Background: an optimization exercise with open tools, aiming at small area. Do not read the settings as production practice.
The RTL was checked by simulation tests, not by an equivalence proof against the original design.

## flow/design.v (module list and top-level ports; edited modules follow where they fit)
// module PS2_key: 62 lines
// module VGA_control: 27 lines
// module VGA_pixel: 126 lines
// module apple_generate: 52 lines
// module boom: 122 lines
// module score_ctrl: 26 lines
// module snake: 261 lines
// module spr_rom: 1169 lines
// module txt_rom: 42 lines
// module snake_top: 241 lines
module snake_top
(
	input clk,
	input rst_n,
	input key0,
	input ps2_clk,
	input ps2_dat,
	output vga_hsync,
	output vga_vsync,
	output vga_blank_n,
	output vga_sync_n,
	output [23:0] vga_rgb,
	output [3:0] ledg,
	output [3:0] ledr,
	output [11:0] score1,
	output [11:0] score2,
	output [1:0] game_status,
	output green_win,
	output red_win,
	output [5:0] head1_x,
	output [5:0] head1_y,
	output [5:0] head2_x,
	output [5:0] head2_y,
	output [17:0] apples_x,
	output [14:0] apples_y,
	output [2:0] apples_on
);
  // ...
==> flow/flow/run.sh <==
#!/bin/bash
# Layout flow: the standard flow (standard.sh) with these changes, none
# of which touches the registers, the constraints or the power grid:
#  - synthesis: ABC maps the logic with area-oriented scripts instead of
#    ORFS's default one. Several scripts are tried on the same logic (deep
#    AIG optimisation with different random seeds, then &nf or amap area
#    mapping; see the *.script files written below) and the mapping with the
#    smallest cell area is kept. No full/half adder cells are extracted
#    (ADDER_MAP_FILE empty). The rest of the synthesis is the standard flow's own
#    synth_recipe.tcl, so the registers are the standard synthesis's.
#  - port buffers are the smallest buffer (buf_1) instead of a delay buffer.
# Each tool's output goes to flow.log and to ORFS's own logs under orfs/.
set -euo pipefail
HERE=$(pwd)
mkdir -p abc
n=0
for s in 1 2 3; do
  for m in nf amap; do
    n=$((n + 1))
    {
      echo strash
      echo '&get -n'
      echo "&deepsyn -T 90 -S $s"
      if [ $m = nf ]; then
        printf '%s\n' '&dch -f' '&nf -R 1000 -F 8 -C 32' '&put'
      else
        printf '%s\n' '&put' 'dch' 'amap'
      fi
    } > abc/map$n.script
  done
done
{
  echo 'proc abc {args} {'
  echo '  set i [lsearch -exact $args -script]'
  echo '  set j [lsearch -exact $args -liberty]'
  echo '  set lib [lindex $args [expr {$j + 1}]]'
  echo '  yosys design -save pre_abc'
  echo '  set best_area 1e30'
  echo "  foreach s [lsort [glob $HERE/abc/map*.script]] {"
  echo '    yosys design -load pre_abc'
  echo '    yosys abc {*}[lreplace $args [expr {$i + 1}] [expr {$i + 1}] $s]'
  echo '    set st [tee -q -s result.string stat -liberty $lib]'
  echo '    regexp {Chip area for [^:]*: *([0-9.]+)} $st -> area'
  echo '    puts "ABC candidate $s: area $area"'
  echo '    if {$area < $best_area} { set best_area $area; yosys design -save best_abc }'
  echo '  }'
  echo '  yosys design -load best_abc'
  echo '  puts "ABC kept area $best_area"'
  echo '}'
  cat synth_recipe.tcl
} > my_synth.tcl
sed -e "s#SYNTH_SCRIPT=[^ ]*#SYNTH_SCRIPT=$HERE/my_synth.tcl ADDER_MAP_FILE= 'BUFFER_PORTS_ARGS=-buffer_cell sky130_fd_sc_hd__buf_1'#" standard.sh > my_standard.sh
bash my_standard.sh > flow.log 2>&1
==> flow/standard.sh <==
#!/bin/bash
# synth_recipe.tcl (not shown) runs the flow's synth.tcl, then flattens the netlist and writes it again
# the make line also repeats each setting of config.mk as NAME=value (left out here)
make -C /OpenROAD-flow-scripts/flow DESIGN_CONFIG=/design/flow/config.mk WORK_HOME=/design/flow/orfs CLKGATE_MAP_FILE= SYNTH_SCRIPT=/design/flow/synth_recipe.tcl "${@:-finish}"
==> flow/config.mk <==
export PLATFORM = sky130hd
export DESIGN_NAME = snake_top
export DESIGN_NICKNAME = snake_top
export VERILOG_FILES = /design/flow/design.v
export SDC_FILE = /design/flow/constraint.sdc
export NUM_CORES = 8
export LEC_CHECK = 0
export CAP_MARGIN = 20
export CORE_MARGIN = 2
export CORE_UTILIZATION = 25
export SLEW_MARGIN = 20
export SYNTH_MEMORY_MAX_BITS = 65536
==> flow/constraint.sdc <==
create_clock -name core_clock -period 40.0 [get_ports {clk}]
set_input_delay 8.0000 -clock core_clock [delete_from_list [all_inputs] [get_ports {clk}]]
set_output_delay 8.0000 -clock core_clock [all_outputs]
set_load 0.01 [all_outputs]
==> impl_metrics.toml, run 1 <==
[route]
top_layer_used = "met5"
drtIter0Drc = 16160
met3_length_mm = 67.06
viasPerCell = 6.839

[yosys]
syn_area_um2 = 58630
synth_compound_area_share_pct = 48.04
ys_seq_elements = 473
synthTopCellsByCount = "nor2_1, clkinv_1, o22ai_1"
seq_area_frac_synth_pct = 19.79
synth.top_cell.area_share_pct = 13.93
synthAdderAreaFrac_pct = 0
synth_cell_types = 65

[finish]
final_common_cell = "nor2_1"
finalNetCount = 9703
inv_count = 1503
seq_cells = 473
clk_share_pct = 3.120
multi_input_area_share_pct = 61.07

[setup_path]
r2r_start = "u_s1.l0[0]"
path_delay_family = "simple AND/OR/NAND/NOR gates"
start_kind = "flop"
slowest_delay_ns = 0.67
r2r_cells = 60
critPathSlowestCell = "nor2_1"

[sta]
clock_skew_ns = 0.1036
rsz0062_at_grt = "false"
setup_viol = 0

[cts]
hold_buffers = 0
cts_tree = "built"
root_buffer = "clkbuf_16"

[outcome]
status = "finished clean"

[placement]
pre_cts_ws_ns = 20.22
==> run 2: changes to the inputs <==
--- a/flow/config.mk
+++ b/flow/config.mk
@@ -8,5 +8,7 @@
 export CAP_MARGIN = 20
 export CORE_MARGIN = 2
 export CORE_UTILIZATION = 25
+export CTS_CLUSTER_DIAMETER = 90
+export CTS_CLUSTER_SIZE = 28
 export SLEW_MARGIN = 20
 export SYNTH_MEMORY_MAX_BITS = 65536
==> run 2 against run 1 <==
Against the previous run:
- the layout now fails its checks (max-capacitance violations, max-slew violations)
- routed wire length shrank 0.25%
- hold slack gained 0.0065 ns
- die area is the same
- via count shrank 0.33%
- critical path type unchanged
- global-route usage shrank 0.11 points
- final cell count shrank 0.24%
==> impl_metrics.toml, run 2 <==
[yosys]
yosysMostFrequentCell = "nor2_1"
ys_top_cells_by_area = "o22ai_1, nor2_1, dfrtp_1"
ys_seq_elements = 473
synth_warnings = 18
synthXorXnorAreaFrac_pct = 0
synth_cell_types = 65
muxShareOfSynthArea_pct = 0
synth_cells = 9166
synth-simple-area-share_pct = 22.34
synthTopCellsByCount = "nor2_1, clkinv_1, o22ai_1"
syn_area_per_cell_um2 = 6.397
syn_area_um2 = 58630
ys_async_sr_fraction_pct = 61.52
seq_area_frac_synth_pct = 19.79
ys.flop_type = "dfrtp_1"
synth_compound_area_share_pct = 48.04
synth_top_family_by_area = "compound AO/OA/AOI/OAI gates"
yosysTopAreaCell = "o22ai_1"
synth-edff-count = 60
synth.top_cell.area_share_pct = 13.93
synthAdderAreaFrac_pct = 0

[setup_path]
crit_required_ns = 32.00
worst-path-buf-inv = 10
criticalPathCategory = "reg -> out"
cp.arrival_ns = 13.07
path_delay_family = "simple AND/OR/NAND/NOR gates"
r2r_cells = 57
slowest_delay_ns = 0.69
r2r-end = "u_s1.cn[0]"
critPathSlowestCell = "nor2_1"
start_kind = "flop"
worstSetupEndpointType = "output port"
cpMostUsedCell = "nor2_1"
path_max_fanout = 20
r2r_setup_slack_ns = 20.00
r2r_start = "u_s1.l0[0]"

[sta]
period_share_pct = 52.66
post-route-min-period_ns = 21.07
setup_viol = 0
clock_skew_ns = 0.1156
fmax_ghz = 0.04747
report.final.slew_viol_count = 11
hold_viol = 0
slew_headroom_pct = -28.38
finalSetupTns_ns = 0
tightest_slew_ns = 1.926
holdWs_ns = 0.3638
rsz0062_at_grt = "false"

[global_routing]
use_met2_pct = 49.07
use_met1_pct = 41.05
busiest_layer = "met2"
grtUsageMet3_pct = 14.46
grt_pass1_vias = 77940
grt_use_total_pct = 35.15
grt_pass1_wl_mm = 603.9
antenna_found_initial = 34
grt_max_degree = 149
grt.overflow.total = 0

[route]
first_pass_iters = 14
drc = 0
wire_per_inst_um = 34.16
viasPerCell = 6.833
detail-route-antenna-nets = 0
dr_total_vias = 88050
finalWirelength_mm = 440.1
drtIter0Drc = 16020

[floorplanning]
start_util_pct = 25.17
dieWidth_um = 488.3
row_count = 177
die_area_um2 = 238400
io_pins = 129
die_h_um = 488.3
core_um2 = 233000

[finish]
final_core_util_pct = 29.09
finalNetCount = 9685
seq_area_um2 = 11610
nFillCells = 26340
top_regs = "scnt x32, u_bm1.cnt x32, u_bm2.cnt x32"
final_common_cell = "nor2_1"
drive_above_1_share_pct = 5.816
multi_input_area_um2 = 41690
final_cell_mix = "nor2_1, clkinv_1, o22ai_1"
flow.area_growth_from_synthesis_pct = 15.60

[cts]
clock_latency_ns = 0.73
cts_tree = "built"
clock_sinks = 473
htree_levels = 2
cts_setup_buffers = 0
hold_buffers = 0
root_buffer = "clkbuf_16"
cts_buffer_depth = 3
clk_pin_slew_ns = 0.10
numCtsBuffers = 42
cts_resized = 0

[placement]
io_buffers = 119
dp.final_hpwl_mm = 323.1
gp_congestion = 1.115

[min_path]
min-delay-start = "u_ps2.kd0"
hold_depth = 0
hold-path-endpoint = "u_ps2.kd1"
min_path_type = "reg -> reg"

[outcome]
check-failures = "max-capacitance violations, max-slew violations"
status = "complete, but fails checks"

[flow_run]
drv_cap = 2
## run 2: cell type report
type | instances | area share, %
multi-input combinational | 7182 | 61.50
sequential | 473 | 17.13
inverter | 1503 | 8.327
tap | 3132 | 5.781
timing repair buffer | 478 | 4.733
clock buffer | 46 | 1.588
clock inverter | 32 | 0.7938
antenna | 39 | 0.1440
## run 2: kinds of logic after synthesis
kind of cell	after synthesis
other	1
flip-flops	473
buffers and inverters	1519
AND/OR/NAND/NOR	3016
AO/OA/AOI/OAI	4157
## run 2: metrics by stage
| step | instance area [um2] | setup WS [ns] | std cells |
|---|---|---|---|
| after CTS | 67490 | 19.37 | 12840 |
| after detailed placement | 65880 | 20.22 | 12760 |
| final | 67780 | 18.93 | 12890 |
| after global placement | 65870 | 19.36 | 12760 |
| after global routing | 67700 | 18.26 | 12850 |
| after floorplan | 58670 | 22.49 | 9174 |
## run 2: worst max-delay path by stage
stage             startpoint           to  slack (ns)  cells after the start
6_report       u_vga_t.vb[0]  vga_rgb[17]       18.93                     44
5_1_grt        u_vga_t.vb[0]  vga_rgb[17]       18.26                     44
4_1_cts        u_vga_t.vb[0]  vga_rgb[17]       19.37                     44
3_5_place_dp   u_vga_t.vb[0]  vga_rgb[17]       20.22                     44
3_3_place_gp   u_vga_t.vb[0]  vga_rgb[17]       19.36                     44
2_1_floorplan  u_vga_t.ha[0]  vga_rgb[17]       22.49                     39
## run 2: routing by layer
metal / share of wire, % / routed length (um)
met5: 0.17 / 749
met2: 38 / 168700
met1: 35 / 153900
met4: 11 / 50170
met3: 15 / 66670
==> run 3: changes to the inputs <==
--- a/flow/config.mk
+++ b/flow/config.mk
@@ -5,10 +5,10 @@
 export SDC_FILE = /design/flow/constraint.sdc
 export NUM_CORES = 8
 export LEC_CHECK = 0
-export CAP_MARGIN = 20
+export CAP_MARGIN = 40
 export CORE_MARGIN = 2
 export CORE_UTILIZATION = 25
 export CTS_CLUSTER_DIAMETER = 90
 export CTS_CLUSTER_SIZE = 28
-export SLEW_MARGIN = 20
+export SLEW_MARGIN = 40
 export SYNTH_MEMORY_MAX_BITS = 65536
==> run 3 against run 2 <==
Against the previous run:
- now clean on timing, DRC and antenna
- count of clock-buffer cells in the layout unchanged
- final area increased by 0.64%
- core utilization rose by 0.19 points
==> impl_metrics.toml, run 3 <==
[outcome]
status = "finished clean"

[yosys]
synth-edff-count = 60
ys.flop_type = "dfrtp_1"
synth_warnings = 18
yosysTopAreaCell = "o22ai_1"
ys_seq_elements = 473
synthTopCellsByCount = "nor2_1, clkinv_1, o22ai_1"
syn_area_um2 = 58630
seq_area_frac_synth_pct = 19.79
yosysMostFrequentCell = "nor2_1"
syn_area_per_cell_um2 = 6.397
ys_async_sr_fraction_pct = 61.52
synth.top_cell.area_share_pct = 13.93
synth_cells = 9166
ys_top_cells_by_area = "o22ai_1, nor2_1, dfrtp_1"
synth_cell_types = 65

[cts]
cts_buffer_depth = 3
root_buffer = "clkbuf_16"
cts_resized = 0
clock_latency_ns = 0.77
cts_setup_buffers = 0
htree_levels = 2
clk_pin_slew_ns = 0.11
hold_buffers = 0
numCtsBuffers = 41
clock_sinks = 473
cts_tree = "built"

[route]
dr_total_vias = 88290
wire_per_inst_um = 34.29
viasPerCell = 6.849
first_pass_iters = 14
detail-route-antenna-nets = 0
drtIter0Drc = 16200
finalWirelength_mm = 442.0
drc = 0

[placement]
dp.final_hpwl_mm = 323.6
io_buffers = 119
placed_cells = 12770
gp_congestion = 1.115
pre_cts_ws_ns = 20.07

[sta]
period_share_pct = 53.46
hold_viol = 0
finalSetupTns_ns = 0
tightest_slew_ns = 1.061
rsz0062_at_grt = "false"
slew_headroom_pct = 28.61
holdWs_ns = 0.3189
setup_viol = 0
post-route-min-period_ns = 21.38
clock_skew_ns = 0.1438
report.final.slew_viol_count = 0
fmax_ghz = 0.04677
fin_ws_ns = 18.62

[setup_path]
critPathSlowestCell = "nor2_1"
start_kind = "flop"
slowest_delay_ns = 0.71
worstSetupEndpointType = "output port"
criticalPathCategory = "reg -> out"
path_max_fanout = 20
cp.arrival_ns = 13.38
worst-path-buf-inv = 10
path_delay_family = "simple AND/OR/NAND/NOR gates"
cpMostUsedCell = "nor2_1"
crit_required_ns = 32.00

[floorplanning]
dieWidth_um = 488.3
die_h_um = 488.3
start_util_pct = 25.17
row_count = 177
core_um2 = 233000
io_pins = 129
die_area_um2 = 238400

[global_routing]
grt_pass1_vias = 77780
antenna_found_initial = 45
grt_use_total_pct = 35.32
grt_pass1_wl_mm = 605.8
grt.overflow.total = 0
grt_max_degree = 85

[finish]
flow.area_growth_from_synthesis_pct = 16.34
layoutNonFillerInstCount = 12890
drive_above_1_share_pct = 6.619
top_regs = "scnt x32, u_bm1.cnt x32, u_bm2.cnt x32"
final_common_cell = "nor2_1"
final_cell_mix = "nor2_1, clkinv_1, o22ai_1"
finalNetCount = 9686

[flow_run]
drv_cap = 0

[min_path]
min_path_type = "reg -> reg"
run 3: cell count changes in the layout (fill, tap and decap cells not counted), moves of 6 or more:
cell	before	now
o22ai_1	1293	1258
diode_2	39	45
o21ai_0	598	587
clkinv_1	1495	1489
o21ai_1	21	32
clkinv_8	10	2
o22ai_2	9	40
run 3: per-stage QoR:
step / cell area, um2 / utilization [%]
floorplan: 58670 / -
global placement: 65870 / 28.27
detailed placement: 66360 / 28.48
CTS: 67930 / 29.16
global route: 68120 / 29.24
finish: 68210 / 29.28
run 3: metal layers:
metal / GRT usage (%) / vias to the layer above / wire length [um] / share of wire, %
met3: 14.69 / 2488 / 67120 / 15
met1: 41.50 / 40640 / 155200 / 35
met2: 49.29 / 7887 / 169400 / 38
met4: 30.04 / 40 / 49440 / 11
li1: - / 37240 / - / -
met5: 0.4287 / - / 812 / 0.18
run 3: path summary, 6_finish.rpt:
kind,from,slack (ns),cells after the start,to
max,u_vga_t.vb[0],18.62,44,vga_rgb[17]
min,u_ps2.kd0,0.32,0,u_ps2.kd1
max reg2reg,u_s1.l0[0],19.56,59,u_s1.cn[0]
min reg2reg,u_ps2.kd0,0.32,0,u_ps2.kd1
max in group asynchronous,rst_n,30.30,5,u_vga_t.vb[0]
min in group asynchronous,rst_n,7.27,1,u_s1.cn[2]
run 3: cell type report:
| type | count | area [um2] |
|---|---|---|
| antenna | 45 | 112.6 |
| clock buffer | 46 | 1076 |
| clock inverter | 30 | 490.5 |
| fill | 26400 | 164800 |
| inverter | 1503 | 5648 |
| multi-input combinational | 7182 | 42160 |
| sequential | 473 | 11610 |
| tap | 3132 | 3919 |
| timing repair buffer | 480 | 3198 |
run 3: kinds of logic after synthesis:
kind of cell	after synthesis	synth area share (%)
simple gates	3016	22.34
other cells	1	0.006395
flops	473	19.79
buf+inv	1519	9.827
compound gates	4157	48.04
==> run 4: changes to the inputs <==
--- a/flow/config.mk
+++ b/flow/config.mk
@@ -5,10 +5,10 @@
 export SDC_FILE = /design/flow/constraint.sdc
 export NUM_CORES = 8
 export LEC_CHECK = 0
-export CAP_MARGIN = 40
+export CAP_MARGIN = 30
 export CORE_MARGIN = 2
 export CORE_UTILIZATION = 25
 export CTS_CLUSTER_DIAMETER = 90
 export CTS_CLUSTER_SIZE = 28
-export SLEW_MARGIN = 40
+export SLEW_MARGIN = 30
 export SYNTH_MEMORY_MAX_BITS = 65536
==> run 4 against run 3 <==
Against the previous run:
- clock skew down 0.042 ns
- final cell count about the same
- count of clock-buffer cells in the layout down 1
- first-iteration DRC count down 2.7%
- non-clock buffer count up 1
- via count up 0.11%
- largest cell class unchanged
==> impl_metrics.toml, run 4 <==
[setup_path]
criticalPathCategory = "reg -> out"
worstSetupEndpointType = "output port"
start_kind = "flop"
cpMostUsedCell = "nor2_1"
crit_cells = 44
cp-startpoint = "u_vga_t.vb[0]"
worst-path-buf-inv = 10
r2r_setup_slack_ns = 19.43
path_delay_family = "simple AND/OR/NAND/NOR gates"
r2r_cells = 57
cp.arrival_ns = 13.17
crit_required_ns = 32.00
r2r-end = "u_s1.cn[0]"
path_max_fanout = 20
crit_end = "vga_rgb[17]"
r2r_start = "u_s1.l0[0]"
critPathSlowestCell = "nor2_1"
slowest_delay_ns = 0.70

[cts]
clock_latency_ns = 0.74
numCtsBuffers = 41
clk_pin_slew_ns = 0.10
cts_resized = 0
cts_setup_buffers = 0
cts_buffer_depth = 3
cts_tree = "built"
htree_levels = 2
hold_buffers = 0
root_buffer = "clkbuf_16"
clock_sinks = 473

[sta]
report.final.slew_viol_count = 0
rsz0062_at_grt = "false"
clock_skew_ns = 0.1021
post-route-min-period_ns = 21.17
finalSetupTns_ns = 0
fmax_ghz = 0.04725
hold_viol = 0
period_share_pct = 52.92
slew_headroom_pct = 15.55
tightest_slew_ns = 1.255
setup_viol = 0

[yosys]
ys_async_sr_fraction_pct = 61.52
syn_area_um2 = 58630
ys_top_cells_by_area = "o22ai_1, nor2_1, dfrtp_1"
synth_cell_types = 65
synth-edff-count = 60
ys.flop_type = "dfrtp_1"
syn_area_per_cell_um2 = 6.397
yosysTopAreaCell = "o22ai_1"
yosysMostFrequentCell = "nor2_1"
ys_seq_elements = 473
synthTopCellsByCount = "nor2_1, clkinv_1, o22ai_1"
synth_cells = 9166
seq_area_frac_synth_pct = 19.79
synth_warnings = 18
synth.top_cell.area_share_pct = 13.93

[floorplanning]
io_pins = 129
die_area_um2 = 238400
row_count = 177
start_util_pct = 25.17
dieWidth_um = 488.3
core_um2 = 233000
die_h_um = 488.3

[placement]
gp_congestion = 1.115
io_buffers = 119
dp.final_hpwl_mm = 323.3

[min_path]
min_path_type = "reg -> reg"

[finish]
seq_area_um2 = 11610
final_common_cell = "nor2_1"
final_core_util_pct = 29.13
flow.area_growth_from_synthesis_pct = 15.73
drive_above_1_share_pct = 6.022
final_cell_mix = "nor2_1, clkinv_1, o22ai_1"
finalNetCount = 9687
top_regs = "scnt x32, u_bm1.cnt x32, u_bm2.cnt x32"
nFillCells = 26230
multi_input_area_um2 = 41810

[global_routing]
grt_max_degree = 149
grt.overflow.total = 0
grt_pass1_wl_mm = 606.2
antenna_found_initial = 41
grt_use_total_pct = 35.29
grt_pass1_vias = 78070

[outcome]
status = "finished clean"

[flow_run]
drv_cap = 0

[route]
wire_per_inst_um = 34.32
drc = 0
first_pass_iters = 15
dr_total_vias = 88390
detail-route-antenna-nets = 0
drtIter0Drc = 15770
finalWirelength_mm = 442.1
viasPerCell = 6.861
-- run 4: cell counts after synthesis --
No cell type changed its count.
-- run 4: worst min path at each step --
stage / start / end / cells after the start
after CTS: u_ps2.kd0 / u_ps2.kd1 / 0
after floorplan: u_ps2.kd0 / u_ps2.kd1 / 0
after global routing: u_ps2.kd0 / u_ps2.kd1 / 0
after global placement: u_ps2.kd0 / u_ps2.kd1 / 0
after detailed placement: u_ps2.kd0 / u_ps2.kd1 / 0
final: u_ps2.kd0 / u_ps2.kd1 / 0
-- run 4: cells by family (layout without fill, tap and decap cells) --
kind of cell / count (synthesis) / count (layout) / share of synthesized area, %
buffers and inverters: 1519 / 2060 / 9.827
other: 1 / 45 / 0.006395
AO/OA/AOI/OAI: 4157 / 4157 / 48.04
flip-flops: 473 / 473 / 19.79
AND/OR/NAND/NOR: 3016 / 3016 / 22.34
-- run 4: per-layer routing --
layer | global-route usage (%) | vias up | wire, um
met5 | 0.2449 | - | 401
met4 | 30.30 | 40 | 49060
met3 | 15.00 | 2458 | 67740
met2 | 48.91 | 7841 | 169500
met1 | 41.45 | 40780 | 155400
li1 | - | 37270 | -
-- run 4: metrics by stage --
step / setup slack, ns / hold WS, ns / cell area [um2] / instances
after global routing: 18.09 / 0.3757 / 67780 / 12850
final: 18.83 / 0.3694 / 67860 / 12880
after CTS: 19.37 / 0.3698 / 67620 / 12840
after detailed placement: 20.21 / 0.3546 / 66030 / 12770
after global placement: 19.36 / 0.3473 / 65870 / 12760
after floorplan: 22.49 / 0.3452 / 58670 / 9174
-- run 4: area by class of cell --
type                            count  area share (%)
Clock buffer                       45           1.534
Inverter                         1503           8.319
Timing Repair Buffer              481           4.700
Sequential cell                   473           17.11
Multi-Input combinational cell   7182           61.62
Clock inverter                     31          0.8131
Antenna cell                       36          0.1328
Tap cell                         3132           5.775
-- run 4: worst reg2reg max path: cells and delay by family (launching register included) --
family | cells | cell delay, ns
AND/OR/NAND/NOR | 11 | 2.79
AO/OA/AOI/OAI | 26 | 10.77
buffers and inverters | 20 | 6.14
flip-flops | 1 | 0.80
==> run 5: changes to the inputs <==
--- a/flow/flow/run.sh
+++ b/flow/flow/run.sh
@@ -29,6 +29,10 @@
     } > abc/map$n.script
   done
 done
+for s in 2 4; do
+  n=$((n + 1))
+  printf '%s\n' strash '&get -n' "&deepsyn -T 90 -S $s" '&put' dch 'amap -F 2 -A 8' > abc/map$n.script
+done
 {
   echo 'proc abc {args} {'
   echo '  set i [lsearch -exact $args -script]'
==> run 5 against run 4 <==
Against the previous run:
- clock skew is 0.032 ns lower
- first-iteration DRC count is 12% higher
- critical path depth is 2 higher
- count of clock-buffer cells in the layout is 2 lower
- routed wire length is 6.0% lower
- register-to-register slack better by 1.6 ns
- non-clock buffer count is 50 lower
- still clean on timing, DRC and antenna
- fmax is 0.71% higher
- largest cell class unchanged
- global-route usage is 2.0 points lower
- flip-flop and latch count stayed put
- sequential share of layout area is 0.22 points higher
==> impl_metrics.toml, run 5 <==
[global_routing]
grt_use_total_pct = 33.29
grt_pass1_vias = 77710
grt.overflow.total = 0
antenna_found_initial = 48
grt_pass1_wl_mm = 574.9
grt_max_degree = 75

[setup_path]
cpMostUsedCell = "nor2_1"
worstSetupEndpointType = "output port"
r2r_setup_slack_ns = 21.06
criticalPathCategory = "reg -> out"
crit_required_ns = 32.00
r2r-end = "u_s1.cn[0]"
start_kind = "flop"
critPathSlowestCell = "o221ai_1"
slowest_delay_ns = 0.87
r2r_start = "u_s1.hxr[0]"
cp.arrival_ns = 13.02
r2r_cells = 63
path_max_fanout = 18

[placement]
pre_cts_ws_ns = 20.27
dp.final_hpwl_mm = 289.5
gp_congestion = 1.155
io_buffers = 119

[finish]
finalNetCount = 9509
nFillCells = 25870
top_regs = "scnt x32, u_bm1.cnt x32, u_bm2.cnt x32"
flow.area_growth_from_synthesis_pct = 14.89
drive_above_1_share_pct = 5.695
final_cell_mix = "clkinv_1, o22ai_1, nor2_1"
final_common_cell = "clkinv_1"
multi_input_area_um2 = 41180
seq_area_um2 = 11610
final_core_util_pct = 28.85

[floorplanning]
io_pins = 129
dieWidth_um = 487.1
die_h_um = 487.1
start_util_pct = 25.11
core_um2 = 232300
row_count = 177
die_area_um2 = 237300

[yosys]
synth_top_family_by_area = "compound AO/OA/AOI/OAI gates"
ys_seq_elements = 473
synth.top_cell.area_share_pct = 15.33
synth_warnings = 18
synth_compound_area_share_pct = 49.61
synth_cells = 9040
synth-simple-area-share_pct = 20.04
yosysTopAreaCell = "o22ai_1"
ys_top_cells_by_area = "o22ai_1, clkinv_1, dfrtp_1"
synthTopCellsByCount = "clkinv_1, o22ai_1, nor2_1"
ys_async_sr_fraction_pct = 61.52
synthAdderAreaFrac_pct = 0
muxShareOfSynthArea_pct = 0
syn_area_um2 = 58340
seq_area_frac_synth_pct = 19.88
synth-edff-count = 60
ys.flop_type = "dfrtp_1"
yosysMostFrequentCell = "clkinv_1"
synth_cell_types = 67
syn_area_per_cell_um2 = 6.454
synthXorXnorAreaFrac_pct = 0.01501

[route]
drc = 0
viasPerCell = 7.022
finalWirelength_mm = 415.5
first_pass_iters = 22
drtIter0Drc = 17590
dr_total_vias = 88670
detail-route-antenna-nets = 0
wire_per_inst_um = 32.90

[min_path]
min-delay-start = "u_ps2.kd0"
hold_depth = 0
min_path_type = "reg -> reg"
hold-path-endpoint = "u_ps2.kd1"

[flow_run]
drv_cap = 0

[sta]
hold_viol = 0
rsz0062_at_grt = "false"
report.final.slew_viol_count = 0
slew_headroom_pct = 16.60
fmax_ghz = 0.04758
clock_skew_ns = 0.07009
setup_viol = 0
fin_ws_ns = 18.98
tightest_slew_ns = 1.251
period_share_pct = 52.54
post-route-min-period_ns = 21.02
finalSetupTns_ns = 0

[cts]
numCtsBuffers = 39
cts_tree = "built"
cts_setup_buffers = 0
root_buffer = "clkbuf_16"
hold_buffers = 0
cts_buffer_depth = 3
htree_levels = 2
clock_latency_ns = 0.72
clk_pin_slew_ns = 0.10
cts_resized = 0
clock_sinks = 473

[outcome]
status = "finished clean"
[run 5: cell types whose count changed after synthesis, sizes merged, moves of 17 or more]
cell,before,now
o221ai,360,381
a222oi,103,121
o22ai,1306,1430
or3,49,32
o21ai,626,659
a21oi,561,544
nand2,575,472
clkinv,1503,1592
nor2,1573,1373
a221oi,243,190
a32oi,31,13
[run 5: worst max path at each step]
| stage | startpoint | end | slack [ns] | cells after the start |
|---|---|---|---|---|
| finish | u_vga_t.vb[1] | vga_rgb[19] | 18.98 | 46 |
| global route | u_vga_t.vb[1] | vga_rgb[19] | 18.15 | 46 |
| CTS | u_vga_t.vb[0] | vga_rgb[19] | 19.45 | 46 |
| detailed placement | u_vga_t.vb[0] | vga_rgb[19] | 20.27 | 46 |
| global placement | u_vga_t.vb[0] | vga_rgb[19] | 20.07 | 46 |
| floorplan | u_vga_t.vb[0] | vga_rgb[16] | 20.95 | 42 |
[run 5: kinds of logic (layout without fill, tap and decap cells)]
family          count (synthesis)  count (layout)
flops                         473             473
simple gates                 2670            2670
xor+xnor                        1               1
other cells                     1              59
buf+inv                      1608            2095
compound gates               4287            4287
[run 5: final cells by class]
cell class | count | share of cell area [%]
antenna | 50 | 0.1867
sequential | 473 | 17.33
tap | 3043 | 5.680
multi-input combinational | 6967 | 61.43
clock inverter | 29 | 0.7336
inverter | 1592 | 8.919
clock buffer | 43 | 1.542
timing repair buffer | 431 | 4.178
[run 5: metrics by stage]
step / hold slack (ns) / cell area (um2) / cells
floorplan: 0.3452 / 58370 / 9048
CTS: 0.3703 / 66770 / 12580
global route: 0.3732 / 66920 / 12580
global placement: 0.3468 / 65210 / 12510
finish: 0.3675 / 67030 / 12630
detailed placement: 0.3541 / 65240 / 12510
[run 5: worst max-delay path: cells and delay by family (launching register included)]
family | cells | cell delay [ns]
flip-flops | 1 | 0.51
buffers and inverters | 10 | 2.32
AND/OR/NAND/NOR | 18 | 5.36
AO/OA/AOI/OAI | 18 | 4.16
[run 5: routing by layer]
layer	vias to the layer above	wire (um)	global-route usage, %	part of all wire (%)
met5	-	743	2.102	0.18
met3	2955	70180	18.05	17
li1	36890	-	-	-
met2	8479	156700	45.32	38
met1	40300	139700	37.21	34
met4	44	48080	28.58	12

-- afterwards: timing with drivers on the ports --
No port has a modelled driver above. Below, the same layouts with a new extraction and two added sets of constraints.
Step 1 sets driving cells, clkbuf_16 on the clock port and buf_2 on the other inputs (assumed; they add their load-dependent delay and slew).
Step 2 adds t to the input delays and takes it off the output delays; t is the mean of the earliest and latest rising clock arrival at the registers after step 1. Input paths then give back, and output paths get back, about the clock's delay inside the block.
Slacks: ideal / step 1 / step 2; pairs: ideal / step 1.
| run | t, ns | setup WS [ns] | latest minus earliest clock arrival (ns) |
|---|---|---|---|
| run 1 | 0.832 | 18.815 / 18.716 / 19.548 | 0.113 / 0.114 |
| run 2 | 0.776 | 18.934 / 18.836 / 19.612 | 0.120 / 0.121 |
| run 3 | 0.792 | 18.618 / 18.520 / 19.312 | 0.144 / 0.144 |
| run 4 | 0.789 | 18.834 / 18.736 / 19.432 | 0.108 / 0.108 |
| run 5 | 0.775 | 18.982 / 18.891 / 19.666 | 0.070 / 0.070 |
